Background: an optimization exercise with open tools, aiming at small area, a short achievable clock period and few clock cycles per item. Do not read the settings as production practice.
RTL that was checked went through simulation tests only; none was proved equivalent to the original.
No functional check of the RTL was part of run 2.
Power is estimated from default activity; no workload was simulated.

==> flow/design.v (outline; a module is shown in full before it is edited, if it fits) <==
// module fpm: 1060 lines
// module fpm_fa: 4 lines
// module fpm_han: 4 lines
module fpm(
  input clk,
  input rst,
  input [31:0] number_in,
  input number_a_valid,
  output number_a_ready,
  input number_b_valid,
  output number_b_ready,
  output [31:0] number_out,
  output result_valid
);
  // ...
==> flow/flow/run.sh <==
#!/bin/bash
set -euo pipefail
bash standard.sh SETUP_SLACK_MARGIN=5.5 BUFFER_PORTS_ARGS=-buffer_cell\ sky130_fd_sc_hd__buf_2 CTS_ARGS=-sink_clustering_enable\ -repair_clock_nets\ -dont_use_dummy_load\ -buf_list\ sky130_fd_sc_hd__clkbuf_8\ -sink_clustering_size\ 25 finish > standard.log 2>&1
==> flow/standard.sh <==
#!/bin/bash
# synth_recipe.tcl (not shown) runs the flow's synth.tcl, then flattens the netlist and writes it again
# the make line also repeats each setting of config.mk as NAME=value (left out here)
make -C /OpenROAD-flow-scripts/flow DESIGN_CONFIG=/design/flow/config.mk WORK_HOME=/design/flow/orfs CLKGATE_MAP_FILE= SYNTH_SCRIPT=/design/flow/synth_recipe.tcl "${@:-finish}"
==> flow/config.mk <==
export PLATFORM = sky130hd
export DESIGN_NAME = fpm
export DESIGN_NICKNAME = fpm
export VERILOG_FILES = /design/flow/design.v
export SDC_FILE = /design/flow/constraint.sdc
export NUM_CORES = 4
export LEC_CHECK = 0
export CAP_MARGIN = 20
export CORE_MARGIN = 2
export CORE_UTILIZATION = 65
export PLACE_DENSITY = 0.75
export SETUP_SLACK_MARGIN = 5
export SLEW_MARGIN = 20
export SYNTH_HIERARCHICAL = 1
==> flow/constraint.sdc <==
create_clock -name core_clock -period 9.0 [get_ports {clk}]
set_input_delay 1.8000 -clock core_clock [delete_from_list [all_inputs] [get_ports {clk}]]
set_output_delay 1.8000 -clock core_clock [all_outputs]
set_load 0.01 [all_outputs]
==> summary.md, run 1 <==
| Metric | Value |
|---|---|
| Hold Crit Class | `register to register` |
| Status | `timing/DRC/antenna clean` |
| Final wirelength | `53600 um` |
| Synthesized cell area | `20100 um^2` |
| R2r endpoint | `tcn[12]$_DFF_P_` |
| Largest net degree at the start of global routing | `44` |
| Routed wl met2 | `25200 um` |
| Fmax | `0.288 GHz` |
| Origin of the critical flop-to-flop path | `mm[11]$_SDFF_PP0_` |
| NetSw | `4.40 mW` |
| Synth Flop Type | `dfxtp_1` |
| Dpl ws | `5090 ps` |
| Critical Path, Cell by Cell | `buf_4 > a21oi_1 > fa_1 > fa_1 > fa_1 > fa_1 > fa_1` |
| Final hold slack | `339 ps` |
| Sw Share | `46.2%` |
| Register Area | `5920 um^2` |
| Logic pwr share | `69.3%` |
| Design area | `21900 um^2` |
| Post-synthesis simple-gate area fraction | `15.8%` |
| Chip Width | `180 um` |
| HP Start | `s2_s$_DFFE_PN_` |
| GRT Total Usage | `33.6%` |
| Clock skew | `82.7 ps` |
| CP endpoint | `tcn[12]$_DFF_P_` |
| Dpl cells | `2391` |
| Slew Viols, Final | `0` |
| Remaining Overflow, GRT | `0` |
Testbench counts, summed over its fixed seeds: cycles 6,440, items 3,200.
==> module fpm, before the edit <==
module fpm(
  input clk,
  input rst,
  input [31:0] number_in,
  input number_a_valid,
  output number_a_ready,
  input number_b_valid,
  output number_b_ready,
  output [31:0] number_out,
  output result_valid
);
  reg phase;             
  reg nrm_a, nrm_b;      
  reg vx, vy, vz, vw;    
  reg slow;              
  reg rv;
  reg ar_q, br_q;        
  reg [31:0] ra, rb;
  reg        hb;         
  reg [4:0]  k;          
  reg [12:0] mm;         
  reg [36:0] tsn, tcn;   
  reg        c13, stlo;  
  reg [9:0]  s1_e;       
  reg        s1_s, s1_nan, s1_inf, s1_zero, s1_slow;
  reg [25:0] sig;        
  reg [9:0]  e;          
  reg        le0;        
  reg        s2_s, s2_nan, s2_inf, s2_zero;
  reg [31:0] out;
  wire [7:0] ea = ra[30:23];
  wire [7:0] eb = rb[30:23];
  wire ha = |ea;
  wire hb_e = |eb;
  wire [23:0] ma = {ha, ra[22:0]};
  wire [23:0] mb = {hb, rb[22:0]};
  wire fa0 = ~|ra[22:0];
  wire fb0 = ~|rb[22:0];
  wire a_zero = ~ha & fa0;
  wire b_zero = ~hb_e & fb0;
  wire a_max = &ea;
  wire b_max = &eb;
  wire a_nan = a_max & ~fa0;
  wire b_nan = b_max & ~fb0;
  wire a_inf = a_max & fa0;
  wire b_inf = b_max & fb0;
  wire [7:0] ein = number_in[30:23];
  wire in_f0 = ~|number_in[22:0];
  wire in_sub = ~|ein & ~in_f0;
  wire in_spec = (~|ein & in_f0) | &ein;
  wire a_sub = ~ha & ~fa0;
  wire a_spec = a_zero | a_max;
  wire go_a = a_sub & ~in_sub & ~in_spec;
  wire go_b = in_sub & ~a_sub & ~a_spec;
  wire normalising = nrm_a | nrm_b;
  wire vx_next;
  wire a_fire = number_a_valid & ar_q;
  wire b_fire = number_b_valid & br_q;
  assign number_a_ready = ar_q;
  assign number_b_ready = br_q;
  assign result_valid = rv;
  assign number_out = out;
  wire phase_n = a_fire | (phase & ~b_fire);
  wire nrm_a_n = b_fire ? go_a : (nrm_a & ~ra[22]);
  wire nrm_b_n = b_fire ? go_b : (nrm_b & ~rb[22]);
  wire [8:0] esum = {1'b0, ea | {7'd0, ~ha}} + {1'b0, eb | {7'd0, ~hb_e}};
  wire slow_set = vx & ((k != 5'd0) | (esum <= 9'd127));
  wire slow_n = slow_set | (slow & ~(vw & ~busy & ~vx & ~vy & ~vz & ~normalising));
  assign vx_next = rst & ((b_fire & ~go_a & ~go_b) | (nrm_a & ra[22]) | (nrm_b & rb[22]));
  wire [23:0] acc_s = ~tsn[36:13] & {24{~vx}};
  wire [23:0] acc_c = ~tcn[36:13] & {24{~vx}};
  wire [36:0] tree_sn, tree_cn;
  wire t1 = ~(mb[0] & mm[0]);
  wire t2 = ~(acc_s[0]);
  wire t3 = ~(acc_c[0]);
  wire t4 = ~(mb[1] & mm[0]);
  wire t5 = ~(mb[0] & mm[1]);
  wire t6 = ~(acc_s[1]);
  wire t7 = ~(acc_c[1]);
  wire t8 = ~(mb[2] & mm[0]);
  wire t9 = ~(mb[1] & mm[1]);
  wire t10 = ~(mb[0] & mm[2]);
  wire t11 = ~(acc_s[2]);
  wire t12 = ~(acc_c[2]);
  wire t13 = ~(mb[3] & mm[0]);
  wire t14 = ~(mb[2] & mm[1]);
  wire t15 = ~(mb[1] & mm[2]);
  wire t16 = ~(mb[0] & mm[3]);
  wire t17 = ~(acc_s[3]);
  wire t18 = ~(acc_c[3]);
  wire t19 = ~(mb[4] & mm[0]);
  wire t20 = ~(mb[3] & mm[1]);
  wire t21 = ~(mb[2] & mm[2]);
  wire t22 = ~(mb[1] & mm[3]);
  wire t23 = ~(mb[0] & mm[4]);
  wire t24 = ~(acc_s[4]);
  wire t25 = ~(acc_c[4]);
  wire t26 = ~(mb[5] & mm[0]);
  wire t27 = ~(mb[4] & mm[1]);
  wire t28 = ~(mb[3] & mm[2]);
  wire t29 = ~(mb[2] & mm[3]);
  wire t30 = ~(mb[1] & mm[4]);
  wire t31 = ~(mb[0] & mm[5]);
  wire t32 = ~(acc_s[5]);
  wire t33 = ~(acc_c[5]);
  wire t34 = ~(mb[6] & mm[0]);
  wire t35 = ~(mb[5] & mm[1]);
  wire t36 = ~(mb[4] & mm[2]);
  wire t37 = ~(mb[3] & mm[3]);
  wire t38 = ~(mb[2] & mm[4]);
  wire t39 = ~(mb[1] & mm[5]);
  wire t40 = ~(mb[0] & mm[6]);
  wire t41 = ~(acc_s[6]);
  wire t42 = ~(acc_c[6]);
  wire t43 = ~(mb[7] & mm[0]);
  wire t44 = ~(mb[6] & mm[1]);
  wire t45 = ~(mb[5] & mm[2]);
  wire t46 = ~(mb[4] & mm[3]);
  wire t47 = ~(mb[3] & mm[4]);
  wire t48 = ~(mb[2] & mm[5]);
  wire t49 = ~(mb[1] & mm[6]);
  wire t50 = ~(mb[0] & mm[7]);
  wire t51 = ~(acc_s[7]);
  wire t52 = ~(acc_c[7]);
  wire t53 = ~(mb[8] & mm[0]);
  wire t54 = ~(mb[7] & mm[1]);
  wire t55 = ~(mb[6] & mm[2]);
  wire t56 = ~(mb[5] & mm[3]);
  wire t57 = ~(mb[4] & mm[4]);
  wire t58 = ~(mb[3] & mm[5]);
  wire t59 = ~(mb[2] & mm[6]);
  wire t60 = ~(mb[1] & mm[7]);
  wire t61 = ~(mb[0] & mm[8]);
  wire t62 = ~(acc_s[8]);
  wire t63 = ~(acc_c[8]);
  wire t64 = ~(mb[9] & mm[0]);
  wire t65 = ~(mb[8] & mm[1]);
  wire t66 = ~(mb[7] & mm[2]);
  wire t67 = ~(mb[6] & mm[3]);
  wire t68 = ~(mb[5] & mm[4]);
  wire t69 = ~(mb[4] & mm[5]);
  wire t70 = ~(mb[3] & mm[6]);
  wire t71 = ~(mb[2] & mm[7]);
  wire t72 = ~(mb[1] & mm[8]);
  wire t73 = ~(mb[0] & mm[9]);
  wire t74 = ~(acc_s[9]);
  wire t75 = ~(acc_c[9]);
  wire t76 = ~(mb[10] & mm[0]);
  wire t77 = ~(mb[9] & mm[1]);
  wire t78 = ~(mb[8] & mm[2]);
  wire t79 = ~(mb[7] & mm[3]);
  wire t80 = ~(mb[6] & mm[4]);
  wire t81 = ~(mb[5] & mm[5]);
  wire t82 = ~(mb[4] & mm[6]);
  wire t83 = ~(mb[3] & mm[7]);
  wire t84 = ~(mb[2] & mm[8]);
  wire t85 = ~(mb[1] & mm[9]);
  wire t86 = ~(mb[0] & mm[10]);
  wire t87 = ~(acc_s[10]);
  wire t88 = ~(acc_c[10]);
  wire t89 = ~((mb[0] & mm[11]) | (acc_s[11]));
  wire t90 = ~(mb[11] & mm[0]);
  wire t91 = ~(mb[10] & mm[1]);
  wire t92 = ~(mb[9] & mm[2]);
  wire t93 = ~(mb[8] & mm[3]);
  wire t94 = ~(mb[7] & mm[4]);
  wire t95 = ~(mb[6] & mm[5]);
  wire t96 = ~(mb[5] & mm[6]);
  wire t97 = ~(mb[4] & mm[7]);
  wire t98 = ~(mb[3] & mm[8]);
  wire t99 = ~(mb[2] & mm[9]);
  wire t100 = ~(mb[1] & mm[10]);
  wire t101 = ~(acc_c[11]);
  wire t102 = ~((mb[1] & mm[11]) | (acc_s[12]));
  wire t103 = ~((mb[0] & mm[12]) | (acc_c[12]));
  wire t104 = ~(mb[12] & mm[0]);
  wire t105 = ~(mb[11] & mm[1]);
  wire t106 = ~(mb[10] & mm[2]);
  wire t107 = ~(mb[9] & mm[3]);
  wire t108 = ~(mb[8] & mm[4]);
  wire t109 = ~(mb[7] & mm[5]);
  wire t110 = ~(mb[6] & mm[6]);
  wire t111 = ~(mb[5] & mm[7]);
  wire t112 = ~(mb[4] & mm[8]);
  wire t113 = ~(mb[3] & mm[9]);
  wire t114 = ~(mb[2] & mm[10]);
  wire t115 = ~((mb[2] & mm[11]) | (acc_s[13]));
  wire t116 = ~((mb[1] & mm[12]) | (acc_c[13]));
  wire t117 = ~(mb[13] & mm[0]);
  wire t118 = ~(mb[12] & mm[1]);
  wire t119 = ~(mb[11] & mm[2]);
  wire t120 = ~(mb[10] & mm[3]);
  wire t121 = ~(mb[9] & mm[4]);
  wire t122 = ~(mb[8] & mm[5]);
  wire t123 = ~(mb[7] & mm[6]);
  wire t124 = ~(mb[6] & mm[7]);
  wire t125 = ~(mb[5] & mm[8]);
  wire t126 = ~(mb[4] & mm[9]);
  wire t127 = ~(mb[3] & mm[10]);
  wire t128 = ~((mb[3] & mm[11]) | (acc_s[14]));
  wire t129 = ~((mb[2] & mm[12]) | (acc_c[14]));
  wire t130 = ~(mb[14] & mm[0]);
  wire t131 = ~(mb[13] & mm[1]);
  wire t132 = ~(mb[12] & mm[2]);
  wire t133 = ~(mb[11] & mm[3]);
  wire t134 = ~(mb[10] & mm[4]);
  wire t135 = ~(mb[9] & mm[5]);
  wire t136 = ~(mb[8] & mm[6]);
  wire t137 = ~(mb[7] & mm[7]);
  wire t138 = ~(mb[6] & mm[8]);
  wire t139 = ~(mb[5] & mm[9]);
  wire t140 = ~(mb[4] & mm[10]);
  wire t141 = ~((mb[4] & mm[11]) | (acc_s[15]));
  wire t142 = ~((mb[3] & mm[12]) | (acc_c[15]));
  wire t143 = ~(mb[15] & mm[0]);
  wire t144 = ~(mb[14] & mm[1]);
  wire t145 = ~(mb[13] & mm[2]);
  wire t146 = ~(mb[12] & mm[3]);
  wire t147 = ~(mb[11] & mm[4]);
  wire t148 = ~(mb[10] & mm[5]);
  wire t149 = ~(mb[9] & mm[6]);
  wire t150 = ~(mb[8] & mm[7]);
  wire t151 = ~(mb[7] & mm[8]);
  wire t152 = ~(mb[6] & mm[9]);
  wire t153 = ~(mb[5] & mm[10]);
  wire t154 = ~((mb[5] & mm[11]) | (acc_s[16]));
  wire t155 = ~((mb[4] & mm[12]) | (acc_c[16]));
  wire t156 = ~(mb[16] & mm[0]);
  wire t157 = ~(mb[15] & mm[1]);
  wire t158 = ~(mb[14] & mm[2]);
  wire t159 = ~(mb[13] & mm[3]);
  wire t160 = ~(mb[12] & mm[4]);
  wire t161 = ~(mb[11] & mm[5]);
  wire t162 = ~(mb[10] & mm[6]);
  wire t163 = ~(mb[9] & mm[7]);
  wire t164 = ~(mb[8] & mm[8]);
  wire t165 = ~(mb[7] & mm[9]);
  wire t166 = ~(mb[6] & mm[10]);
  wire t167 = ~((mb[6] & mm[11]) | (acc_s[17]));
  wire t168 = ~((mb[5] & mm[12]) | (acc_c[17]));
  wire t169 = ~(mb[17] & mm[0]);
  wire t170 = ~(mb[16] & mm[1]);
  wire t171 = ~(mb[15] & mm[2]);
  wire t172 = ~(mb[14] & mm[3]);
  wire t173 = ~(mb[13] & mm[4]);
  wire t174 = ~(mb[12] & mm[5]);
  wire t175 = ~(mb[11] & mm[6]);
  wire t176 = ~(mb[10] & mm[7]);
  wire t177 = ~(mb[9] & mm[8]);
  wire t178 = ~(mb[8] & mm[9]);
  wire t179 = ~(mb[7] & mm[10]);
  wire t180 = ~((mb[7] & mm[11]) | (acc_s[18]));
  wire t181 = ~((mb[6] & mm[12]) | (acc_c[18]));
  wire t182 = ~(mb[18] & mm[0]);
  wire t183 = ~(mb[17] & mm[1]);
  wire t184 = ~(mb[16] & mm[2]);
  wire t185 = ~(mb[15] & mm[3]);
  wire t186 = ~(mb[14] & mm[4]);
  wire t187 = ~(mb[13] & mm[5]);
  wire t188 = ~(mb[12] & mm[6]);
  wire t189 = ~(mb[11] & mm[7]);
  wire t190 = ~(mb[10] & mm[8]);
  wire t191 = ~(mb[9] & mm[9]);
  wire t192 = ~(mb[8] & mm[10]);
  wire t193 = ~((mb[8] & mm[11]) | (acc_s[19]));
  wire t194 = ~((mb[7] & mm[12]) | (acc_c[19]));
  wire t195 = ~(mb[19] & mm[0]);
  wire t196 = ~(mb[18] & mm[1]);
  wire t197 = ~(mb[17] & mm[2]);
  wire t198 = ~(mb[16] & mm[3]);
  wire t199 = ~(mb[15] & mm[4]);
  wire t200 = ~(mb[14] & mm[5]);
  wire t201 = ~(mb[13] & mm[6]);
  wire t202 = ~(mb[12] & mm[7]);
  wire t203 = ~(mb[11] & mm[8]);
  wire t204 = ~(mb[10] & mm[9]);
  wire t205 = ~(mb[9] & mm[10]);
  wire t206 = ~((mb[9] & mm[11]) | (acc_s[20]));
  wire t207 = ~((mb[8] & mm[12]) | (acc_c[20]));
  wire t208 = ~(mb[20] & mm[0]);
  wire t209 = ~(mb[19] & mm[1]);
  wire t210 = ~(mb[18] & mm[2]);
  wire t211 = ~(mb[17] & mm[3]);
  wire t212 = ~(mb[16] & mm[4]);
  wire t213 = ~(mb[15] & mm[5]);
  wire t214 = ~(mb[14] & mm[6]);
  wire t215 = ~(mb[13] & mm[7]);
  wire t216 = ~(mb[12] & mm[8]);
  wire t217 = ~(mb[11] & mm[9]);
  wire t218 = ~(mb[10] & mm[10]);
  wire t219 = ~((mb[10] & mm[11]) | (acc_s[21]));
  wire t220 = ~((mb[9] & mm[12]) | (acc_c[21]));
  wire t221 = ~(mb[21] & mm[0]);
  wire t222 = ~(mb[20] & mm[1]);
  wire t223 = ~(mb[19] & mm[2]);
  wire t224 = ~(mb[18] & mm[3]);
  wire t225 = ~(mb[17] & mm[4]);
  wire t226 = ~(mb[16] & mm[5]);
  wire t227 = ~(mb[15] & mm[6]);
  wire t228 = ~(mb[14] & mm[7]);
  wire t229 = ~(mb[13] & mm[8]);
  wire t230 = ~(mb[12] & mm[9]);
  wire t231 = ~(mb[11] & mm[10]);
  wire t232 = ~((mb[11] & mm[11]) | (acc_s[22]));
  wire t233 = ~((mb[10] & mm[12]) | (acc_c[22]));
  wire t234 = ~(mb[22] & mm[0]);
  wire t235 = ~(mb[21] & mm[1]);
  wire t236 = ~(mb[20] & mm[2]);
  wire t237 = ~(mb[19] & mm[3]);
  wire t238 = ~(mb[18] & mm[4]);
  wire t239 = ~(mb[17] & mm[5]);
  wire t240 = ~(mb[16] & mm[6]);
  wire t241 = ~(mb[15] & mm[7]);
  wire t242 = ~(mb[14] & mm[8]);
  wire t243 = ~(mb[13] & mm[9]);
  wire t244 = ~(mb[12] & mm[10]);
  wire t245 = ~((mb[12] & mm[11]) | (acc_s[23]));
  wire t246 = ~((mb[11] & mm[12]) | (acc_c[23]));
  wire t247 = ~(mb[23] & mm[0]);
  wire t248 = ~(mb[22] & mm[1]);
  wire t249 = ~(mb[21] & mm[2]);
  wire t250 = ~(mb[20] & mm[3]);
  wire t251 = ~(mb[19] & mm[4]);
  wire t252 = ~(mb[18] & mm[5]);
  wire t253 = ~(mb[17] & mm[6]);
  wire t254 = ~(mb[16] & mm[7]);
  wire t255 = ~(mb[15] & mm[8]);
  wire t256 = ~(mb[14] & mm[9]);
  wire t257 = ~(mb[13] & mm[10]);
  wire t258 = ~(mb[23] & mm[1]);
  wire t259 = ~(mb[22] & mm[2]);
  wire t260 = ~(mb[21] & mm[3]);
  wire t261 = ~(mb[20] & mm[4]);
  wire t262 = ~(mb[19] & mm[5]);
  wire t263 = ~(mb[18] & mm[6]);
  wire t264 = ~(mb[17] & mm[7]);
  wire t265 = ~(mb[16] & mm[8]);
  wire t266 = ~(mb[15] & mm[9]);
  wire t267 = ~(mb[14] & mm[10]);
  wire t268 = ~(mb[13] & mm[11]);
  wire t269 = ~(mb[12] & mm[12]);
  wire t270 = ~(mb[23] & mm[2]);
  wire t271 = ~(mb[22] & mm[3]);
  wire t272 = ~(mb[21] & mm[4]);
  wire t273 = ~(mb[20] & mm[5]);
  wire t274 = ~(mb[19] & mm[6]);
  wire t275 = ~(mb[18] & mm[7]);
  wire t276 = ~(mb[17] & mm[8]);
  wire t277 = ~(mb[16] & mm[9]);
  wire t278 = ~(mb[15] & mm[10]);
  wire t279 = ~(mb[14] & mm[11]);
  wire t280 = ~(mb[13] & mm[12]);
  wire t281 = ~(mb[23] & mm[3]);
  wire t282 = ~(mb[22] & mm[4]);
  wire t283 = ~(mb[21] & mm[5]);
  wire t284 = ~(mb[20] & mm[6]);
  wire t285 = ~(mb[19] & mm[7]);
  wire t286 = ~(mb[18] & mm[8]);
  wire t287 = ~(mb[17] & mm[9]);
  wire t288 = ~(mb[16] & mm[10]);
  wire t289 = ~(mb[15] & mm[11]);
  wire t290 = ~(mb[14] & mm[12]);
  wire t291 = ~(mb[23] & mm[4]);
  wire t292 = ~(mb[22] & mm[5]);
  wire t293 = ~(mb[21] & mm[6]);
  wire t294 = ~(mb[20] & mm[7]);
  wire t295 = ~(mb[19] & mm[8]);
  wire t296 = ~(mb[18] & mm[9]);
  wire t297 = ~(mb[17] & mm[10]);
  wire t298 = ~(mb[16] & mm[11]);
  wire t299 = ~(mb[15] & mm[12]);
  wire t300 = ~(mb[23] & mm[5]);
  wire t301 = ~(mb[22] & mm[6]);
  wire t302 = ~(mb[21] & mm[7]);
  wire t303 = ~(mb[20] & mm[8]);
  wire t304 = ~(mb[19] & mm[9]);
  wire t305 = ~(mb[18] & mm[10]);
  wire t306 = ~(mb[17] & mm[11]);
  wire t307 = ~(mb[16] & mm[12]);
  wire t308 = ~(mb[23] & mm[6]);
  wire t309 = ~(mb[22] & mm[7]);
  wire t310 = ~(mb[21] & mm[8]);
  wire t311 = ~(mb[20] & mm[9]);
  wire t312 = ~(mb[19] & mm[10]);
  wire t313 = ~(mb[18] & mm[11]);
  wire t314 = ~(mb[17] & mm[12]);
  wire t315 = ~(mb[23] & mm[7]);
  wire t316 = ~(mb[22] & mm[8]);
  wire t317 = ~(mb[21] & mm[9]);
  wire t318 = ~(mb[20] & mm[10]);
  wire t319 = ~(mb[19] & mm[11]);
  wire t320 = ~(mb[18] & mm[12]);
  wire t321 = ~(mb[23] & mm[8]);
  wire t322 = ~(mb[22] & mm[9]);
  wire t323 = ~(mb[21] & mm[10]);
  wire t324 = ~(mb[20] & mm[11]);
  wire t325 = ~(mb[19] & mm[12]);
  wire t326 = ~(mb[23] & mm[9]);
  wire t327 = ~(mb[22] & mm[10]);
  wire t328 = ~(mb[21] & mm[11]);
  wire t329 = ~(mb[20] & mm[12]);
  wire t330 = ~(mb[23] & mm[10]);
  wire t331 = ~(mb[22] & mm[11]);
  wire t332 = ~(mb[21] & mm[12]);
  wire t333 = ~(mb[23] & mm[11]);
  wire t334 = ~(mb[22] & mm[12]);
  wire t335 = ~(mb[23] & mm[12]);
  wire t336, t337;
  fpm_han u_t336 (.an(t43), .bn(t44), .sn(t336), .con(t337));
  wire t338, t339;
  fpm_fa u_t338 (.a(t53), .b(t54), .c(t55), .s(t338), .co(t339));
  wire t340, t341;
  fpm_han u_t340 (.an(t56), .bn(t57), .sn(t340), .con(t341));
  wire t342, t343;
  fpm_fa u_t342 (.a(t64), .b(t65), .c(t66), .s(t342), .co(t343));
  wire t344, t345;
  fpm_fa u_t344 (.a(t67), .b(t68), .c(t69), .s(t344), .co(t345));
  wire t346, t347;
  fpm_han u_t346 (.an(t70), .bn(t71), .sn(t346), .con(t347));
  wire t348, t349;
  fpm_fa u_t348 (.a(t76), .b(t77), .c(t78), .s(t348), .co(t349));
  wire t350, t351;
  fpm_fa u_t350 (.a(t79), .b(t80), .c(t81), .s(t350), .co(t351));
  wire t352, t353;
  fpm_fa u_t352 (.a(t82), .b(t83), .c(t84), .s(t352), .co(t353));
  wire t354, t355;
  fpm_han u_t354 (.an(t85), .bn(t86), .sn(t354), .con(t355));
  wire t356, t357;
  fpm_fa u_t356 (.a(t89), .b(t90), .c(t91), .s(t356), .co(t357));
  wire t358, t359;
  fpm_fa u_t358 (.a(t92), .b(t93), .c(t94), .s(t358), .co(t359));
  wire t360, t361;
  fpm_fa u_t360 (.a(t95), .b(t96), .c(t97), .s(t360), .co(t361));
  wire t362, t363;
  fpm_fa u_t362 (.a(t98), .b(t99), .c(t100), .s(t362), .co(t363));
  wire t364, t365;
  fpm_fa u_t364 (.a(t102), .b(t103), .c(t104), .s(t364), .co(t365));
  wire t366, t367;
  fpm_fa u_t366 (.a(t105), .b(t106), .c(t107), .s(t366), .co(t367));
  wire t368, t369;
  fpm_fa u_t368 (.a(t108), .b(t109), .c(t110), .s(t368), .co(t369));
  wire t370, t371;
  fpm_fa u_t370 (.a(t111), .b(t112), .c(t113), .s(t370), .co(t371));
  wire t372, t373;
  fpm_fa u_t372 (.a(t115), .b(t116), .c(t117), .s(t372), .co(t373));
  wire t374, t375;
  fpm_fa u_t374 (.a(t118), .b(t119), .c(t120), .s(t374), .co(t375));
  wire t376, t377;
  fpm_fa u_t376 (.a(t121), .b(t122), .c(t123), .s(t376), .co(t377));
  wire t378, t379;
  fpm_fa u_t378 (.a(t124), .b(t125), .c(t126), .s(t378), .co(t379));
  wire t380, t381;
  fpm_fa u_t380 (.a(t128), .b(t129), .c(t130), .s(t380), .co(t381));
  wire t382, t383;
  fpm_fa u_t382 (.a(t131), .b(t132), .c(t133), .s(t382), .co(t383));
  wire t384, t385;
  fpm_fa u_t384 (.a(t134), .b(t135), .c(t136), .s(t384), .co(t385));
  wire t386, t387;
  fpm_fa u_t386 (.a(t137), .b(t138), .c(t139), .s(t386), .co(t387));
  wire t388, t389;
  fpm_fa u_t388 (.a(t141), .b(t142), .c(t143), .s(t388), .co(t389));
  wire t390, t391;
  fpm_fa u_t390 (.a(t144), .b(t145), .c(t146), .s(t390), .co(t391));
  wire t392, t393;
  fpm_fa u_t392 (.a(t147), .b(t148), .c(t149), .s(t392), .co(t393));
  wire t394, t395;
  fpm_fa u_t394 (.a(t150), .b(t151), .c(t152), .s(t394), .co(t395));
  wire t396, t397;
  fpm_fa u_t396 (.a(t154), .b(t155), .c(t156), .s(t396), .co(t397));
  wire t398, t399;
  fpm_fa u_t398 (.a(t157), .b(t158), .c(t159), .s(t398), .co(t399));
  wire t400, t401;
  fpm_fa u_t400 (.a(t160), .b(t161), .c(t162), .s(t400), .co(t401));
  wire t402, t403;
  fpm_fa u_t402 (.a(t163), .b(t164), .c(t165), .s(t402), .co(t403));
  wire t404, t405;
  fpm_fa u_t404 (.a(t167), .b(t168), .c(t169), .s(t404), .co(t405));
  wire t406, t407;
  fpm_fa u_t406 (.a(t170), .b(t171), .c(t172), .s(t406), .co(t407));
  wire t408, t409;
  fpm_fa u_t408 (.a(t173), .b(t174), .c(t175), .s(t408), .co(t409));
  wire t410, t411;
  fpm_fa u_t410 (.a(t176), .b(t177), .c(t178), .s(t410), .co(t411));
  wire t412, t413;
  fpm_fa u_t412 (.a(t180), .b(t181), .c(t182), .s(t412), .co(t413));
  wire t414, t415;
  fpm_fa u_t414 (.a(t183), .b(t184), .c(t185), .s(t414), .co(t415));
  wire t416, t417;
  fpm_fa u_t416 (.a(t186), .b(t187), .c(t188), .s(t416), .co(t417));
  wire t418, t419;
  fpm_fa u_t418 (.a(t189), .b(t190), .c(t191), .s(t418), .co(t419));
  wire t420, t421;
  fpm_fa u_t420 (.a(t193), .b(t194), .c(t195), .s(t420), .co(t421));
  wire t422, t423;
  fpm_fa u_t422 (.a(t196), .b(t197), .c(t198), .s(t422), .co(t423));
  wire t424, t425;
  fpm_fa u_t424 (.a(t199), .b(t200), .c(t201), .s(t424), .co(t425));
  wire t426, t427;
  fpm_fa u_t426 (.a(t202), .b(t203), .c(t204), .s(t426), .co(t427));
  wire t428, t429;
  fpm_fa u_t428 (.a(t206), .b(t207), .c(t208), .s(t428), .co(t429));
  wire t430, t431;
  fpm_fa u_t430 (.a(t209), .b(t210), .c(t211), .s(t430), .co(t431));
  wire t432, t433;
  fpm_fa u_t432 (.a(t212), .b(t213), .c(t214), .s(t432), .co(t433));
  wire t434, t435;
  fpm_fa u_t434 (.a(t215), .b(t216), .c(t217), .s(t434), .co(t435));
  wire t436, t437;
  fpm_fa u_t436 (.a(t219), .b(t220), .c(t221), .s(t436), .co(t437));
  wire t438, t439;
  fpm_fa u_t438 (.a(t222), .b(t223), .c(t224), .s(t438), .co(t439));
  wire t440, t441;
  fpm_fa u_t440 (.a(t225), .b(t226), .c(t227), .s(t440), .co(t441));
  wire t442, t443;
  fpm_fa u_t442 (.a(t228), .b(t229), .c(t230), .s(t442), .co(t443));
  wire t444, t445;
  fpm_fa u_t444 (.a(t232), .b(t233), .c(t234), .s(t444), .co(t445));
  wire t446, t447;
  fpm_fa u_t446 (.a(t235), .b(t236), .c(t237), .s(t446), .co(t447));
  wire t448, t449;
  fpm_fa u_t448 (.a(t238), .b(t239), .c(t240), .s(t448), .co(t449));
  wire t450, t451;
  fpm_fa u_t450 (.a(t241), .b(t242), .c(t243), .s(t450), .co(t451));
  wire t452, t453;
  fpm_fa u_t452 (.a(t245), .b(t246), .c(t247), .s(t452), .co(t453));
  wire t454, t455;
  fpm_fa u_t454 (.a(t248), .b(t249), .c(t250), .s(t454), .co(t455));
  wire t456, t457;
  fpm_fa u_t456 (.a(t251), .b(t252), .c(t253), .s(t456), .co(t457));
  wire t458, t459;
  fpm_fa u_t458 (.a(t254), .b(t255), .c(t256), .s(t458), .co(t459));
  wire t460, t461;
  fpm_fa u_t460 (.a(t258), .b(t259), .c(t260), .s(t460), .co(t461));
  wire t462, t463;
  fpm_fa u_t462 (.a(t261), .b(t262), .c(t263), .s(t462), .co(t463));
  wire t464, t465;
  fpm_fa u_t464 (.a(t264), .b(t265), .c(t266), .s(t464), .co(t465));
  wire t466, t467;
  fpm_han u_t466 (.an(t267), .bn(t268), .sn(t466), .con(t467));
  wire t468, t469;
  fpm_fa u_t468 (.a(t270), .b(t271), .c(t272), .s(t468), .co(t469));
  wire t470, t471;
  fpm_fa u_t470 (.a(t273), .b(t274), .c(t275), .s(t470), .co(t471));
  wire t472, t473;
  fpm_fa u_t472 (.a(t276), .b(t277), .c(t278), .s(t472), .co(t473));
  wire t474, t475;
  fpm_fa u_t474 (.a(t281), .b(t282), .c(t283), .s(t474), .co(t475));
  wire t476, t477;
  fpm_fa u_t476 (.a(t284), .b(t285), .c(t286), .s(t476), .co(t477));
  wire t478, t479;
  fpm_fa u_t478 (.a(t291), .b(t292), .c(t293), .s(t478), .co(t479));
  wire t480, t481;
  fpm_han u_t480 (.an(t19), .bn(t20), .sn(t480), .con(t481));
  wire t482, t483;
  fpm_fa u_t482 (.a(t26), .b(t27), .c(t28), .s(t482), .co(t483));
  wire t484, t485;
  fpm_han u_t484 (.an(t29), .bn(t30), .sn(t484), .con(t485));
  wire t486, t487;
  fpm_fa u_t486 (.a(t34), .b(t35), .c(t36), .s(t486), .co(t487));
  wire t488, t489;
  fpm_fa u_t488 (.a(t37), .b(t38), .c(t39), .s(t488), .co(t489));
  wire t490, t491;
  fpm_han u_t490 (.an(t40), .bn(t41), .sn(t490), .con(t491));
  wire t492, t493;
  fpm_fa u_t492 (.a(t336), .b(t45), .c(t46), .s(t492), .co(t493));
  wire t494, t495;
  fpm_fa u_t494 (.a(t47), .b(t48), .c(t49), .s(t494), .co(t495));
  wire t496, t497;
  fpm_fa u_t496 (.a(t50), .b(t51), .c(t52), .s(t496), .co(t497));
  wire t498, t499;
  fpm_fa u_t498 (.a(t337), .b(t338), .c(t340), .s(t498), .co(t499));
  wire t500, t501;
  fpm_fa u_t500 (.a(t58), .b(t59), .c(t60), .s(t500), .co(t501));
  wire t502, t503;
  fpm_fa u_t502 (.a(t61), .b(t62), .c(t63), .s(t502), .co(t503));
  wire t504, t505;
  fpm_fa u_t504 (.a(t339), .b(t341), .c(t342), .s(t504), .co(t505));
  wire t506, t507;
  fpm_fa u_t506 (.a(t344), .b(t346), .c(t72), .s(t506), .co(t507));
  wire t508, t509;
  fpm_fa u_t508 (.a(t73), .b(t74), .c(t75), .s(t508), .co(t509));
  wire t510, t511;
  fpm_fa u_t510 (.a(t343), .b(t345), .c(t347), .s(t510), .co(t511));
  wire t512, t513;
  fpm_fa u_t512 (.a(t348), .b(t350), .c(t352), .s(t512), .co(t513));
  wire t514, t515;
  fpm_fa u_t514 (.a(t354), .b(t87), .c(t88), .s(t514), .co(t515));
  wire t516, t517;
  fpm_fa u_t516 (.a(t349), .b(t351), .c(t353), .s(t516), .co(t517));
  wire t518, t519;
  fpm_fa u_t518 (.a(t355), .b(t356), .c(t358), .s(t518), .co(t519));
  wire t520, t521;
  fpm_fa u_t520 (.a(t360), .b(t362), .c(t101), .s(t520), .co(t521));
  wire t522, t523;
  fpm_fa u_t522 (.a(t357), .b(t359), .c(t361), .s(t522), .co(t523));
  wire t524, t525;
  fpm_fa u_t524 (.a(t363), .b(t364), .c(t366), .s(t524), .co(t525));
  wire t526, t527;
  fpm_fa u_t526 (.a(t368), .b(t370), .c(t114), .s(t526), .co(t527));
  wire t528, t529;
  fpm_fa u_t528 (.a(t365), .b(t367), .c(t369), .s(t528), .co(t529));
  wire t530, t531;
  fpm_fa u_t530 (.a(t371), .b(t372), .c(t374), .s(t530), .co(t531));
  wire t532, t533;
  fpm_fa u_t532 (.a(t376), .b(t378), .c(t127), .s(t532), .co(t533));
  wire t534, t535;
  fpm_fa u_t534 (.a(t373), .b(t375), .c(t377), .s(t534), .co(t535));
  wire t536, t537;
  fpm_fa u_t536 (.a(t379), .b(t380), .c(t382), .s(t536), .co(t537));
  wire t538, t539;
  fpm_fa u_t538 (.a(t384), .b(t386), .c(t140), .s(t538), .co(t539));
  wire t540, t541;
  fpm_fa u_t540 (.a(t381), .b(t383), .c(t385), .s(t540), .co(t541));
  wire t542, t543;
  fpm_fa u_t542 (.a(t387), .b(t388), .c(t390), .s(t542), .co(t543));
  wire t544, t545;
  fpm_fa u_t544 (.a(t392), .b(t394), .c(t153), .s(t544), .co(t545));
  wire t546, t547;
  fpm_fa u_t546 (.a(t389), .b(t391), .c(t393), .s(t546), .co(t547));
  wire t548, t549;
  fpm_fa u_t548 (.a(t395), .b(t396), .c(t398), .s(t548), .co(t549));
  wire t550, t551;
  fpm_fa u_t550 (.a(t400), .b(t402), .c(t166), .s(t550), .co(t551));
  wire t552, t553;
  fpm_fa u_t552 (.a(t397), .b(t399), .c(t401), .s(t552), .co(t553));
  wire t554, t555;
  fpm_fa u_t554 (.a(t403), .b(t404), .c(t406), .s(t554), .co(t555));
  wire t556, t557;
  fpm_fa u_t556 (.a(t408), .b(t410), .c(t179), .s(t556), .co(t557));
  wire t558, t559;
  fpm_fa u_t558 (.a(t405), .b(t407), .c(t409), .s(t558), .co(t559));
  wire t560, t561;
  fpm_fa u_t560 (.a(t411), .b(t412), .c(t414), .s(t560), .co(t561));
  wire t562, t563;
  fpm_fa u_t562 (.a(t416), .b(t418), .c(t192), .s(t562), .co(t563));
  wire t564, t565;
  fpm_fa u_t564 (.a(t413), .b(t415), .c(t417), .s(t564), .co(t565));
  wire t566, t567;
  fpm_fa u_t566 (.a(t419), .b(t420), .c(t422), .s(t566), .co(t567));
  wire t568, t569;
  fpm_fa u_t568 (.a(t424), .b(t426), .c(t205), .s(t568), .co(t569));
  wire t570, t571;
  fpm_fa u_t570 (.a(t421), .b(t423), .c(t425), .s(t570), .co(t571));
  wire t572, t573;
  fpm_fa u_t572 (.a(t427), .b(t428), .c(t430), .s(t572), .co(t573));
  wire t574, t575;
  fpm_fa u_t574 (.a(t432), .b(t434), .c(t218), .s(t574), .co(t575));
  wire t576, t577;
  fpm_fa u_t576 (.a(t429), .b(t431), .c(t433), .s(t576), .co(t577));
  wire t578, t579;
  fpm_fa u_t578 (.a(t435), .b(t436), .c(t438), .s(t578), .co(t579));
  wire t580, t581;
  fpm_fa u_t580 (.a(t440), .b(t442), .c(t231), .s(t580), .co(t581));
  wire t582, t583;
  fpm_fa u_t582 (.a(t437), .b(t439), .c(t441), .s(t582), .co(t583));
  wire t584, t585;
  fpm_fa u_t584 (.a(t443), .b(t444), .c(t446), .s(t584), .co(t585));
  wire t586, t587;
  fpm_fa u_t586 (.a(t448), .b(t450), .c(t244), .s(t586), .co(t587));
  wire t588, t589;
  fpm_fa u_t588 (.a(t445), .b(t447), .c(t449), .s(t588), .co(t589));
  wire t590, t591;
  fpm_fa u_t590 (.a(t451), .b(t452), .c(t454), .s(t590), .co(t591));
  wire t592, t593;
  fpm_fa u_t592 (.a(t456), .b(t458), .c(t257), .s(t592), .co(t593));
  wire t594, t595;
  fpm_fa u_t594 (.a(t453), .b(t455), .c(t457), .s(t594), .co(t595));
  wire t596, t597;
  fpm_fa u_t596 (.a(t459), .b(t460), .c(t462), .s(t596), .co(t597));
  wire t598, t599;
  fpm_fa u_t598 (.a(t464), .b(t466), .c(t269), .s(t598), .co(t599));
  wire t600, t601;
  fpm_fa u_t600 (.a(t461), .b(t463), .c(t465), .s(t600), .co(t601));
  wire t602, t603;
  fpm_fa u_t602 (.a(t467), .b(t468), .c(t470), .s(t602), .co(t603));
  wire t604, t605;
  fpm_fa u_t604 (.a(t472), .b(t279), .c(t280), .s(t604), .co(t605));
  wire t606, t607;
  fpm_fa u_t606 (.a(t469), .b(t471), .c(t473), .s(t606), .co(t607));
  wire t608, t609;
  fpm_fa u_t608 (.a(t474), .b(t476), .c(t287), .s(t608), .co(t609));
  wire t610, t611;
  fpm_fa u_t610 (.a(t288), .b(t289), .c(t290), .s(t610), .co(t611));
  wire t612, t613;
  fpm_fa u_t612 (.a(t475), .b(t477), .c(t478), .s(t612), .co(t613));
  wire t614, t615;
  fpm_fa u_t614 (.a(t294), .b(t295), .c(t296), .s(t614), .co(t615));
  wire t616, t617;
  fpm_fa u_t616 (.a(t297), .b(t298), .c(t299), .s(t616), .co(t617));
  wire t618, t619;
  fpm_fa u_t618 (.a(t479), .b(t300), .c(t301), .s(t618), .co(t619));
  wire t620, t621;
  fpm_fa u_t620 (.a(t302), .b(t303), .c(t304), .s(t620), .co(t621));
  wire t622, t623;
  fpm_fa u_t622 (.a(t305), .b(t306), .c(t307), .s(t622), .co(t623));
  wire t624, t625;
  fpm_fa u_t624 (.a(t308), .b(t309), .c(t310), .s(t624), .co(t625));
  wire t626, t627;
  fpm_fa u_t626 (.a(t311), .b(t312), .c(t313), .s(t626), .co(t627));
  wire t628, t629;
  fpm_fa u_t628 (.a(t315), .b(t316), .c(t317), .s(t628), .co(t629));
  wire t630, t631;
  fpm_han u_t630 (.an(t8), .bn(t9), .sn(t630), .con(t631));
  wire t632, t633;
  fpm_fa u_t632 (.a(t13), .b(t14), .c(t15), .s(t632), .co(t633));
  wire t634, t635;
  fpm_han u_t634 (.an(t16), .bn(t17), .sn(t634), .con(t635));
  wire t636, t637;
  fpm_fa u_t636 (.a(t480), .b(t21), .c(t22), .s(t636), .co(t637));
  wire t638, t639;
  fpm_fa u_t638 (.a(t23), .b(t24), .c(t25), .s(t638), .co(t639));
  wire t640, t641;
  fpm_fa u_t640 (.a(t481), .b(t482), .c(t484), .s(t640), .co(t641));
  wire t642, t643;
  fpm_fa u_t642 (.a(t31), .b(t32), .c(t33), .s(t642), .co(t643));
  wire t644, t645;
  fpm_fa u_t644 (.a(t483), .b(t485), .c(t486), .s(t644), .co(t645));
  wire t646, t647;
  fpm_fa u_t646 (.a(t488), .b(t490), .c(t42), .s(t646), .co(t647));
  wire t648, t649;
  fpm_fa u_t648 (.a(t487), .b(t489), .c(t491), .s(t648), .co(t649));
  wire t650, t651;
  fpm_fa u_t650 (.a(t492), .b(t494), .c(t496), .s(t650), .co(t651));
  wire t652, t653;
  fpm_fa u_t652 (.a(t493), .b(t495), .c(t497), .s(t652), .co(t653));
  wire t654, t655;
  fpm_fa u_t654 (.a(t498), .b(t500), .c(t502), .s(t654), .co(t655));
  wire t656, t657;
  fpm_fa u_t656 (.a(t499), .b(t501), .c(t503), .s(t656), .co(t657));
  wire t658, t659;
  fpm_fa u_t658 (.a(t504), .b(t506), .c(t508), .s(t658), .co(t659));
  wire t660, t661;
  fpm_fa u_t660 (.a(t505), .b(t507), .c(t509), .s(t660), .co(t661));
  wire t662, t663;
  fpm_fa u_t662 (.a(t510), .b(t512), .c(t514), .s(t662), .co(t663));
  wire t664, t665;
  fpm_fa u_t664 (.a(t511), .b(t513), .c(t515), .s(t664), .co(t665));
  wire t666, t667;
  fpm_fa u_t666 (.a(t516), .b(t518), .c(t520), .s(t666), .co(t667));
  wire t668, t669;
  fpm_fa u_t668 (.a(t517), .b(t519), .c(t521), .s(t668), .co(t669));
  wire t670, t671;
  fpm_fa u_t670 (.a(t522), .b(t524), .c(t526), .s(t670), .co(t671));
  wire t672, t673;
  fpm_fa u_t672 (.a(t523), .b(t525), .c(t527), .s(t672), .co(t673));
  wire t674, t675;
  fpm_fa u_t674 (.a(t528), .b(t530), .c(t532), .s(t674), .co(t675));
  wire t676, t677;
  fpm_fa u_t676 (.a(t529), .b(t531), .c(t533), .s(t676), .co(t677));
  wire t678, t679;
  fpm_fa u_t678 (.a(t534), .b(t536), .c(t538), .s(t678), .co(t679));
  wire t680, t681;
  fpm_fa u_t680 (.a(t535), .b(t537), .c(t539), .s(t680), .co(t681));
  wire t682, t683;
  fpm_fa u_t682 (.a(t540), .b(t542), .c(t544), .s(t682), .co(t683));
  wire t684, t685;
  fpm_fa u_t684 (.a(t541), .b(t543), .c(t545), .s(t684), .co(t685));
  wire t686, t687;
  fpm_fa u_t686 (.a(t546), .b(t548), .c(t550), .s(t686), .co(t687));
  wire t688, t689;
  fpm_fa u_t688 (.a(t547), .b(t549), .c(t551), .s(t688), .co(t689));
  wire t690, t691;
  fpm_fa u_t690 (.a(t552), .b(t554), .c(t556), .s(t690), .co(t691));
  wire t692, t693;
  fpm_fa u_t692 (.a(t553), .b(t555), .c(t557), .s(t692), .co(t693));
  wire t694, t695;
  fpm_fa u_t694 (.a(t558), .b(t560), .c(t562), .s(t694), .co(t695));
  wire t696, t697;
  fpm_fa u_t696 (.a(t559), .b(t561), .c(t563), .s(t696), .co(t697));
  wire t698, t699;
  fpm_fa u_t698 (.a(t564), .b(t566), .c(t568), .s(t698), .co(t699));
  wire t700, t701;
  fpm_fa u_t700 (.a(t565), .b(t567), .c(t569), .s(t700), .co(t701));
  wire t702, t703;
  fpm_fa u_t702 (.a(t570), .b(t572), .c(t574), .s(t702), .co(t703));
  wire t704, t705;
  fpm_fa u_t704 (.a(t571), .b(t573), .c(t575), .s(t704), .co(t705));
  wire t706, t707;
  fpm_fa u_t706 (.a(t576), .b(t578), .c(t580), .s(t706), .co(t707));
  wire t708, t709;
  fpm_fa u_t708 (.a(t577), .b(t579), .c(t581), .s(t708), .co(t709));
  wire t710, t711;
  fpm_fa u_t710 (.a(t582), .b(t584), .c(t586), .s(t710), .co(t711));
  wire t712, t713;
  fpm_fa u_t712 (.a(t583), .b(t585), .c(t587), .s(t712), .co(t713));
  wire t714, t715;
  fpm_fa u_t714 (.a(t588), .b(t590), .c(t592), .s(t714), .co(t715));
  wire t716, t717;
  fpm_fa u_t716 (.a(t589), .b(t591), .c(t593), .s(t716), .co(t717));
  wire t718, t719;
  fpm_fa u_t718 (.a(t594), .b(t596), .c(t598), .s(t718), .co(t719));
  wire t720, t721;
  fpm_fa u_t720 (.a(t595), .b(t597), .c(t599), .s(t720), .co(t721));
  wire t722, t723;
  fpm_fa u_t722 (.a(t600), .b(t602), .c(t604), .s(t722), .co(t723));
  wire t724, t725;
  fpm_fa u_t724 (.a(t601), .b(t603), .c(t605), .s(t724), .co(t725));
  wire t726, t727;
  fpm_fa u_t726 (.a(t606), .b(t608), .c(t610), .s(t726), .co(t727));
  wire t728, t729;
  fpm_fa u_t728 (.a(t607), .b(t609), .c(t611), .s(t728), .co(t729));
  wire t730, t731;
  fpm_fa u_t730 (.a(t612), .b(t614), .c(t616), .s(t730), .co(t731));
  wire t732, t733;
  fpm_fa u_t732 (.a(t613), .b(t615), .c(t617), .s(t732), .co(t733));
  wire t734, t735;
  fpm_fa u_t734 (.a(t618), .b(t620), .c(t622), .s(t734), .co(t735));
  wire t736, t737;
  fpm_fa u_t736 (.a(t619), .b(t621), .c(t623), .s(t736), .co(t737));
  wire t738, t739;
  fpm_fa u_t738 (.a(t624), .b(t626), .c(t314), .s(t738), .co(t739));
  wire t740, t741;
  fpm_fa u_t740 (.a(t625), .b(t627), .c(t628), .s(t740), .co(t741));
  wire t742, t743;
  fpm_fa u_t742 (.a(t318), .b(t319), .c(t320), .s(t742), .co(t743));
  wire t744, t745;
  fpm_fa u_t744 (.a(t629), .b(t321), .c(t322), .s(t744), .co(t745));
  wire t746, t747;
  fpm_fa u_t746 (.a(t323), .b(t324), .c(t325), .s(t746), .co(t747));
  wire t748, t749;
  fpm_fa u_t748 (.a(t326), .b(t327), .c(t328), .s(t748), .co(t749));
  wire t750, t751;
  fpm_han u_t750 (.an(t4), .bn(t5), .sn(t750), .con(t751));
  wire t752, t753;
  fpm_fa u_t752 (.a(t630), .b(t10), .c(t11), .s(t752), .co(t753));
  wire t754, t755;
  fpm_fa u_t754 (.a(t631), .b(t632), .c(t634), .s(t754), .co(t755));
  wire t756, t757;
  fpm_fa u_t756 (.a(t633), .b(t635), .c(t636), .s(t756), .co(t757));
  wire t758, t759;
  fpm_fa u_t758 (.a(t637), .b(t639), .c(t640), .s(t758), .co(t759));
  wire t760, t761;
  fpm_fa u_t760 (.a(t641), .b(t643), .c(t644), .s(t760), .co(t761));
  wire t762, t763;
  fpm_fa u_t762 (.a(t645), .b(t647), .c(t648), .s(t762), .co(t763));
  wire t764, t765;
  fpm_fa u_t764 (.a(t649), .b(t651), .c(t652), .s(t764), .co(t765));
  wire t766, t767;
  fpm_fa u_t766 (.a(t653), .b(t655), .c(t656), .s(t766), .co(t767));
  wire t768, t769;
  fpm_fa u_t768 (.a(t657), .b(t659), .c(t660), .s(t768), .co(t769));
  wire t770, t771;
  fpm_fa u_t770 (.a(t661), .b(t663), .c(t664), .s(t770), .co(t771));
  wire t772, t773;
  fpm_fa u_t772 (.a(t665), .b(t667), .c(t668), .s(t772), .co(t773));
  wire t774, t775;
  fpm_fa u_t774 (.a(t669), .b(t671), .c(t672), .s(t774), .co(t775));
  wire t776, t777;
  fpm_fa u_t776 (.a(t673), .b(t675), .c(t676), .s(t776), .co(t777));
  wire t778, t779;
  fpm_fa u_t778 (.a(t677), .b(t679), .c(t680), .s(t778), .co(t779));
  wire t780, t781;
  fpm_fa u_t780 (.a(t681), .b(t683), .c(t684), .s(t780), .co(t781));
  wire t782, t783;
  fpm_fa u_t782 (.a(t685), .b(t687), .c(t688), .s(t782), .co(t783));
  wire t784, t785;
  fpm_fa u_t784 (.a(t689), .b(t691), .c(t692), .s(t784), .co(t785));
  wire t786, t787;
  fpm_fa u_t786 (.a(t693), .b(t695), .c(t696), .s(t786), .co(t787));
  wire t788, t789;
  fpm_fa u_t788 (.a(t697), .b(t699), .c(t700), .s(t788), .co(t789));
  wire t790, t791;
  fpm_fa u_t790 (.a(t701), .b(t703), .c(t704), .s(t790), .co(t791));
  wire t792, t793;
  fpm_fa u_t792 (.a(t705), .b(t707), .c(t708), .s(t792), .co(t793));
  wire t794, t795;
  fpm_fa u_t794 (.a(t709), .b(t711), .c(t712), .s(t794), .co(t795));
  wire t796, t797;
  fpm_fa u_t796 (.a(t713), .b(t715), .c(t716), .s(t796), .co(t797));
  wire t798, t799;
  fpm_fa u_t798 (.a(t717), .b(t719), .c(t720), .s(t798), .co(t799));
  wire t800, t801;
  fpm_fa u_t800 (.a(t721), .b(t723), .c(t724), .s(t800), .co(t801));
  wire t802, t803;
  fpm_fa u_t802 (.a(t725), .b(t727), .c(t728), .s(t802), .co(t803));
  wire t804, t805;
  fpm_fa u_t804 (.a(t729), .b(t731), .c(t732), .s(t804), .co(t805));
  wire t806, t807;
  fpm_fa u_t806 (.a(t733), .b(t735), .c(t736), .s(t806), .co(t807));
  wire t808, t809;
  fpm_fa u_t808 (.a(t737), .b(t739), .c(t740), .s(t808), .co(t809));
  wire t810, t811;
  fpm_fa u_t810 (.a(t741), .b(t743), .c(t744), .s(t810), .co(t811));
  wire t812, t813;
  fpm_fa u_t812 (.a(t745), .b(t747), .c(t748), .s(t812), .co(t813));
  wire t814, t815;
  fpm_fa u_t814 (.a(t749), .b(t330), .c(t331), .s(t814), .co(t815));
  wire t816, t817;
  fpm_han u_t816 (.an(t1), .bn(t2), .sn(t816), .con(t817));
  wire t818, t819;
  fpm_fa u_t818 (.a(t750), .b(t6), .c(t7), .s(t818), .co(t819));
  wire t820, t821;
  fpm_fa u_t820 (.a(t751), .b(t752), .c(t12), .s(t820), .co(t821));
  wire t822, t823;
  fpm_fa u_t822 (.a(t753), .b(t754), .c(t18), .s(t822), .co(t823));
  wire t824, t825;
  fpm_fa u_t824 (.a(t755), .b(t756), .c(t638), .s(t824), .co(t825));
  wire t826, t827;
  fpm_fa u_t826 (.a(t757), .b(t758), .c(t642), .s(t826), .co(t827));
  wire t828, t829;
  fpm_fa u_t828 (.a(t759), .b(t760), .c(t646), .s(t828), .co(t829));
  wire t830, t831;
  fpm_fa u_t830 (.a(t761), .b(t762), .c(t650), .s(t830), .co(t831));
  wire t832, t833;
  fpm_fa u_t832 (.a(t763), .b(t764), .c(t654), .s(t832), .co(t833));
  wire t834, t835;
  fpm_fa u_t834 (.a(t765), .b(t766), .c(t658), .s(t834), .co(t835));
  wire t836, t837;
  fpm_fa u_t836 (.a(t767), .b(t768), .c(t662), .s(t836), .co(t837));
  wire t838, t839;
  fpm_fa u_t838 (.a(t769), .b(t770), .c(t666), .s(t838), .co(t839));
  wire t840, t841;
  fpm_fa u_t840 (.a(t771), .b(t772), .c(t670), .s(t840), .co(t841));
  wire t842, t843;
  fpm_fa u_t842 (.a(t773), .b(t774), .c(t674), .s(t842), .co(t843));
  wire t844, t845;
  fpm_fa u_t844 (.a(t775), .b(t776), .c(t678), .s(t844), .co(t845));
  wire t846, t847;
  fpm_fa u_t846 (.a(t777), .b(t778), .c(t682), .s(t846), .co(t847));
  wire t848, t849;
  fpm_fa u_t848 (.a(t779), .b(t780), .c(t686), .s(t848), .co(t849));
  wire t850, t851;
  fpm_fa u_t850 (.a(t781), .b(t782), .c(t690), .s(t850), .co(t851));
  wire t852, t853;
  fpm_fa u_t852 (.a(t783), .b(t784), .c(t694), .s(t852), .co(t853));
  wire t854, t855;
  fpm_fa u_t854 (.a(t785), .b(t786), .c(t698), .s(t854), .co(t855));
  wire t856, t857;
  fpm_fa u_t856 (.a(t787), .b(t788), .c(t702), .s(t856), .co(t857));
  wire t858, t859;
  fpm_fa u_t858 (.a(t789), .b(t790), .c(t706), .s(t858), .co(t859));
  wire t860, t861;
  fpm_fa u_t860 (.a(t791), .b(t792), .c(t710), .s(t860), .co(t861));
  wire t862, t863;
  fpm_fa u_t862 (.a(t793), .b(t794), .c(t714), .s(t862), .co(t863));
  wire t864, t865;
  fpm_fa u_t864 (.a(t795), .b(t796), .c(t718), .s(t864), .co(t865));
  wire t866, t867;
  fpm_fa u_t866 (.a(t797), .b(t798), .c(t722), .s(t866), .co(t867));
  wire t868, t869;
  fpm_fa u_t868 (.a(t799), .b(t800), .c(t726), .s(t868), .co(t869));
  wire t870, t871;
  fpm_fa u_t870 (.a(t801), .b(t802), .c(t730), .s(t870), .co(t871));
  wire t872, t873;
  fpm_fa u_t872 (.a(t803), .b(t804), .c(t734), .s(t872), .co(t873));
  wire t874, t875;
  fpm_fa u_t874 (.a(t805), .b(t806), .c(t738), .s(t874), .co(t875));
  wire t876, t877;
  fpm_fa u_t876 (.a(t807), .b(t808), .c(t742), .s(t876), .co(t877));
  wire t878, t879;
  fpm_fa u_t878 (.a(t809), .b(t810), .c(t746), .s(t878), .co(t879));
  wire t880, t881;
  fpm_fa u_t880 (.a(t811), .b(t812), .c(t329), .s(t880), .co(t881));
  wire t882, t883;
  fpm_fa u_t882 (.a(t813), .b(t814), .c(t332), .s(t882), .co(t883));
  wire t884, t885;
  fpm_fa u_t884 (.a(t815), .b(t333), .c(t334), .s(t884), .co(t885));
  assign tree_sn = {1'b1, t885, t883, t881, t879, t877, t875, t873, t871, t869, t867, t865, t863, t861, t859, t857, t855, t853, t851, t849, t847, t845, t843, t841, t839, t837, t835, t833, t831, t829, t827, t825, t823, t821, t819, t817, t816};
  assign tree_cn = {1'b1, t335, t884, t882, t880, t878, t876, t874, t872, t870, t868, t866, t864, t862, t860, t858, t856, t854, t852, t850, t848, t846, t844, t842, t840, t838, t836, t834, t832, t830, t828, t826, t824, t822, t820, t818, t3};
  wire [9:0] ex = {2'b00, ea | {7'd0, ~ha}} + {2'b00, eb | {7'd0, ~hb_e}} - 10'd126 - {5'd0, k};
  wire x_nan = a_nan | b_nan | (a_inf & b_zero) | (b_inf & a_zero);
  wire x_inf = (a_inf | b_inf) & ~x_nan;
  wire x_zero = (a_zero | b_zero) & ~x_nan & ~x_inf;
  wire [13:0] lo = {1'b0, ~tsn[12:0]} + {1'b0, ~tcn[12:0]};
  wire [34:0] phn = tsn[34:0] + tcn[34:0] + {34'd0, ~c13};
  wire [34:0] ph = ~phn;   
  wire        p47 = ph[34];
  wire [25:0] sig_z = p47 ? {ph[34:10], stlo | |ph[9:0]} : {ph[33:9], stlo | |ph[8:0]};
  wire [9:0]  s1_em1 = s1_e - 10'd1;
  wire [9:0]  e_z = p47 ? s1_e : s1_em1;
  wire        le0_z = p47 ? (s1_e[9] | (s1_e == 10'd0)) : (s1_em1[9] | (s1_em1 == 10'd0));
  wire busy = vw & ~s2_nan & ~s2_inf & ~s2_zero & le0;
  wire [22:0] mant = sig[24:2];
  wire        inc  = sig[1] & (sig[0] | mant[0]);
  wire [9:0]  fe   = e & {10{sig[25]}};
  wire [32:0] rnd  = {fe, mant} + {32'd0, inc};
  wire        ovf  = rnd[32:23] >= 10'd255;
  wire [31:0] res_w = s2_nan  ? {s2_s, 31'h7fc00000} :
                      s2_zero ? {s2_s, 31'd0} :
                      (s2_inf | ovf) ? {s2_s, 8'hff, 23'd0} :
                      {s2_s, rnd[30:0]};
  always @(posedge clk) begin
    if (ar_q)
      ra <= number_in;
    else if (nrm_a) begin
      ra[22:0] <= {ra[21:0], 1'b0};
      if (ra[22]) ra[30:23] <= 8'd1;
    end
    if (phase)
      rb <= number_in;
    else if (nrm_b) begin
      rb[22:0] <= {rb[21:0], 1'b0};
      if (rb[22]) rb[30:23] <= 8'd1;
    end
    if (phase)
      hb <= |ein;
    else if (nrm_b & rb[22])
      hb <= 1'b1;
    if (phase)
      k <= 5'd0;
    else if (normalising)
      k <= k + 5'd1;
    if (vx) begin
      s1_e <= ex;
      s1_s <= (ra[31] ^ rb[31]) & ~(a_nan | b_nan);
      s1_nan <= x_nan;
      s1_inf <= x_inf;
      s1_zero <= x_zero;
    end
    tsn <= tree_sn;
    tcn <= tree_cn;
    c13 <= lo[13];
    stlo <= |lo[12:0];
    if (vx)
      mm <= {2'b00, ma[23:13]};
    else if (nrm_a)
      mm <= {ra[11:0], 1'b0};
    else
      mm <= ra[12:0];
    if (!busy) begin
      sig <= sig_z;
      e <= e_z;
      le0 <= le0_z;
      s2_s <= s1_s;
    end else begin
      sig <= {1'b0, sig[25:2], sig[1] | sig[0]};
      e <= e + 10'd1;
      le0 <= e[9];
    end
    s2_nan <= s1_nan & ~busy;
    s2_inf <= s1_inf & ~busy;
    s2_zero <= s1_zero & ~busy;
    out <= res_w;
    if (rst == 0) begin
      phase <= 1'b0;
      nrm_a <= 1'b0;
      nrm_b <= 1'b0;
      vx <= 1'b0;
      vy <= 1'b0;
      vz <= 1'b0;
      vw <= 1'b0;
      slow <= 1'b0;
      rv <= 1'b0;
      ar_q <= 1'b1;      
      br_q <= 1'b0;
    end else begin
      phase <= phase_n;
      nrm_a <= nrm_a_n;
      nrm_b <= nrm_b_n;
      vx <= vx_next;
      vy <= vx;
      vz <= vy;
      vw <= vz | busy;
      rv <= vw & ~busy;
      slow <= slow_n;
      ar_q <= ~phase_n & ~nrm_a_n & ~nrm_b_n;
      br_q <= phase_n & ~slow_n;
    end
  end
endmodule
==> run 2: changes to the inputs <==
--- a/flow/design.v
+++ b/flow/design.v
@@ -13,3 +13,3 @@
   reg phase;             
-  reg nrm_a, nrm_b;      
+  reg nrm_a;             
   reg vx, vy, vz, vw;    
@@ -55,3 +55,3 @@
   wire go_b = in_sub & ~a_sub & ~a_spec;
-  wire normalising = nrm_a | nrm_b;
+  wire normalising = nrm_a;
   wire vx_next;
@@ -59,2 +59,3 @@
   wire b_fire = number_b_valid & br_q;
+  wire swap = b_fire & go_b;
   assign number_a_ready = ar_q;
@@ -63,9 +64,3 @@
   assign number_out = out;
-  wire phase_n = a_fire | (phase & ~b_fire);
-  wire nrm_a_n = b_fire ? go_a : (nrm_a & ~ra[22]);
-  wire nrm_b_n = b_fire ? go_b : (nrm_b & ~rb[22]);
-  wire [8:0] esum = {1'b0, ea | {7'd0, ~ha}} + {1'b0, eb | {7'd0, ~hb_e}};
-  wire slow_set = vx & ((k != 5'd0) | (esum <= 9'd127));
-  wire slow_n = slow_set | (slow & ~(vw & ~busy & ~vx & ~vy & ~vz & ~normalising));
-  assign vx_next = rst & ((b_fire & ~go_a & ~go_b) | (nrm_a & ra[22]) | (nrm_b & rb[22]));
+  assign vx_next = rst & ((b_fire & ~go_a & ~go_b) | (nrm_a & ra[22]));
   wire [23:0] acc_s = ~tsn[36:13] & {24{~vx}};
@@ -982,4 +977,9 @@
                       {s2_s, rnd[30:0]};
+  wire phase_n = a_fire | (phase & ~b_fire);
+  wire nrm_a_n = b_fire ? (go_a | go_b) : (nrm_a & ~ra[22]);
+  wire [8:0] esum = {1'b0, ea | {7'd0, ~ha}} + {1'b0, eb | {7'd0, ~hb_e}};
+  wire slow_set = vx & ((k != 5'd0) | (esum <= 9'd127));
+  wire slow_n = slow_set | (slow & ~(vw & ~busy & ~vx & ~vy & ~vz & ~normalising));
   always @(posedge clk) begin
-    if (ar_q)
+    if (ar_q | swap)
       ra <= number_in;
@@ -989,12 +989,10 @@
     end
-    if (phase)
+    if (swap)
+      rb <= ra;
+    else if (phase)
       rb <= number_in;
-    else if (nrm_b) begin
-      rb[22:0] <= {rb[21:0], 1'b0};
-      if (rb[22]) rb[30:23] <= 8'd1;
-    end
-    if (phase)
-      hb <= |ein;
-    else if (nrm_b & rb[22])
+    if (swap)
       hb <= 1'b1;
+    else if (phase)
+      hb <= |ein;
     if (phase)
@@ -1037,3 +1035,2 @@
       nrm_a <= 1'b0;
-      nrm_b <= 1'b0;
       vx <= 1'b0;
@@ -1049,3 +1046,2 @@
       nrm_a <= nrm_a_n;
-      nrm_b <= nrm_b_n;
       vx <= vx_next;
@@ -1056,3 +1052,3 @@
       slow <= slow_n;
-      ar_q <= ~phase_n & ~nrm_a_n & ~nrm_b_n;
+      ar_q <= ~phase_n & ~nrm_a_n;
       br_q <= phase_n & ~slow_n;
--- a/flow/config.mk
+++ b/flow/config.mk
@@ -9,4 +9,3 @@
 export CORE_MARGIN = 2
-export CORE_UTILIZATION = 65
-export PLACE_DENSITY = 0.75
+export CORE_UTILIZATION = 40
 export SETUP_SLACK_MARGIN = 5
==> run 2 against run 1 <==
Effect of this change:
- total power grew 7.2%
- final cell count increased by 16%
- still clean
- critical path type is now input port to register
- core utilization shrank 26 points
- first-iteration DRC count is 32% lower
- sequential cell count fell by 1
- global-route usage is 13 points lower
- synthesized area is 0.79% higher
- clock-buffer cell count decreased by 2
- hold slack is essentially flat
- synthesized cell count increased by 5.5%
==> summary.md, run 2 <==
| Metric | Value |
|---|---|
| Reg2reg path depth | `14` |
| Critical Path, Cell by Cell | `buf_2 > nor4_2 > nand2_1 > nor2_1 > o211ai_1 > buf_4 > or2_4 > nand2b_2` |
| Dpl ws | `4400 ps (-688 ps)` |
| Worst Hold Depth | `0` |
| Largest registers | `tcn (36), tsn (36)` |
| H-tree level count | `2` |
| Actual slew at the worst max-slew pin | `1050 ps` |
| P&R area growth vs syn | `13.4%` |
| Die area | `52400 um^2` |
| Status | `timing/DRC/antenna clean` |
| # rows | `82` |
| Synth unique cells | `68` |
| Synthesized cell area | `20200 um^2 (+0.79%)` |
| Total power | `10.2 mW` |
| Synth Flop Type | `dfxtp_1` |
| Worst skew pair latency | `580 ps` |
| Fin. Hold Viols | `0` |
| Logic pwr share | `72.0% (+2.7 points)` |
| NetSw | `4.81 mW (+9.3%)` |
| Final wirelength | `56000 um (+4.4%)` |
| Fmax | `0.291 GHz (+1.1%)` |
| GRT Total Usage | `21.1% (-13 points)` |
| Slew margin rel. | `30.0%` |
| CTS tree | `done` |
| Async SR Flop Fraction | `0%` |
| Hold Crit Class | `register to register` |
| CP max stage delay | `400 ps` |
| Remaining Overflow, GRT | `0 (unchanged)` |
| CP endpoint | `rb[30]$_DFFE_PP_` |
| Clock skew | `47.2 ps (-35.5 ps)` |
| First-pass GRT wire length | `87700 um` |
| Leakage Power | `9.20 nW` |
| Max VDD drop | `0.185 mV` |
| CP required | `9210 ps` |
| Largest net degree at the start of global routing | `44 (unchanged)` |
| Starting Density | `40.4%` |
| Total internal power | `5.40 mW` |
| Total Nets Final | `2620` |
| R2r endpoint | `sig[22]$_DFF_P_` |
| Drt pass-1 iters | `5` |
| Slew Viols, Final | `0 (unchanged)` |
| Sw Share | `47.1% (+0.90 points)` |
| Sequential-to-total area share from yosys stat | `29.1%` |
| Period utilization | `38.2%` |
| Initial antenna violation count | `0` |
| Chip Width | `229 um (+27%)` |
| Fillers | `4807` |
| Leading cell type in the layout, fill and taps excluded | `nand2_1` |
| Origin of the critical flop-to-flop path | `c13$_DFF_P_` |
-- run 2: cell types whose count changed in the layout (fill, tap and decap cells not counted), moves of 11 or more --
cell     previous run  this run
nor3_1             18        29
xnor2_1            61        42
nor2_1            121       137
nand2_1           373       455
and2_1             30         9
mux2_2             59        23
a21oi_1           105        94
-- run 2: per-stage QoR --
step | cells | hold WS, ps | cell area, um^2
after floorplan | 2122 | 323 | 20300
after global placement | 2776 | 332 | 21100
after detailed placement | 2776 | 327 | 21100
after CTS | 2870 | 340 | 22500
after global routing | 2892 | 344 | 22900
final | 2892 | 338 | 22900
-- run 2: power by group through the flow --
| stage | sequential, mW | combinational, mW | clock [mW] |
|---|---|---|---|
| 2_1_floorplan | 1.89 | 4.95 | 0 |
| 3_3_place_gp | 2.04 | 6.61 | 0 |
| 3_5_place_dp | 2.05 | 6.76 | 0 |
| 4_1_cts | 1.99 | 6.96 | 0.881 |
| 5_1_grt | 2.04 | 8.24 | 0.926 |
| 6_report | 2.00 | 7.35 | 0.857 |
-- run 2: critical path, delay by kind of cell --
family / cells / cell delay [ps]
buffers and inverters: 2 / 310
AOI/OAI and AO/OA: 1 / 150
and+or+nand+nor: 5 / 1380
-- run 2: cells by family after synthesis --
group                    after synthesis  share of synthesized area (%)
XOR/XNOR                              80                           3.47
multiplexers                          45                           2.38
AND/OR/NAND/NOR                      833                           18.2
adder cells (fa/ha/maj)              362                           32.5
AO/OA/AOI/OAI                        296                           9.43
buffers and inverters                252                           4.93
flip-flops                           254                           29.1
-- run 2: Yosys stat by module, one instance, submodules excluded --
module   copies in the design  cell area [um^2]  cells inside  flip-flops and latches
fpm                         1             14600          1799                     254
fpm_han                    12              27.5             5                       0
fpm_fa                    263              20.0             1                       0
-- run 2: layout make-up --
cell class,instances,area (um^2),area share (%)
clock buffer,43,592,2.58
inverter,147,552,2.41
multi-input combinational,1619,13600,59.5
sequential,254,5890,25.7
tap,672,841,3.67
timing repair buffer,157,1410,6.14
-- run 2: timing repair --
item,4_1_cts,5_1_grt
pin swaps,4,16
setup endpoints to repair,144,160
hold buffers,0,0
setup buffers,50,18
cloned,1,4
gates resized for setup,22,59
-- run 2: worst min path at each step --
stage	startpoint	to	slack, ps
final	s2_s$_DFFE_PN_	out[31]$_DFF_P_	340
after CTS	s2_s$_DFFE_PN_	out[31]$_DFF_P_	340
after floorplan	s2_s$_DFFE_PN_	out[31]$_DFF_P_	320
after detailed placement	s2_s$_DFFE_PN_	out[31]$_DFF_P_	330
after global placement	s2_s$_DFFE_PN_	out[31]$_DFF_P_	330
after global routing	s2_s$_DFFE_PN_	out[31]$_DFF_P_	340
-- run 2: metal layers --
metal	share of wire [%]	wire [um]	global-route usage, %	vias to the layer above
li1	-	-	-	7217
met1	42	23700	27.3	7726
met2	48	27200	36.4	522
met3	6.3	3530	3.27	109
met4	2.9	1620	6.29	0
met5	0	0	0	-
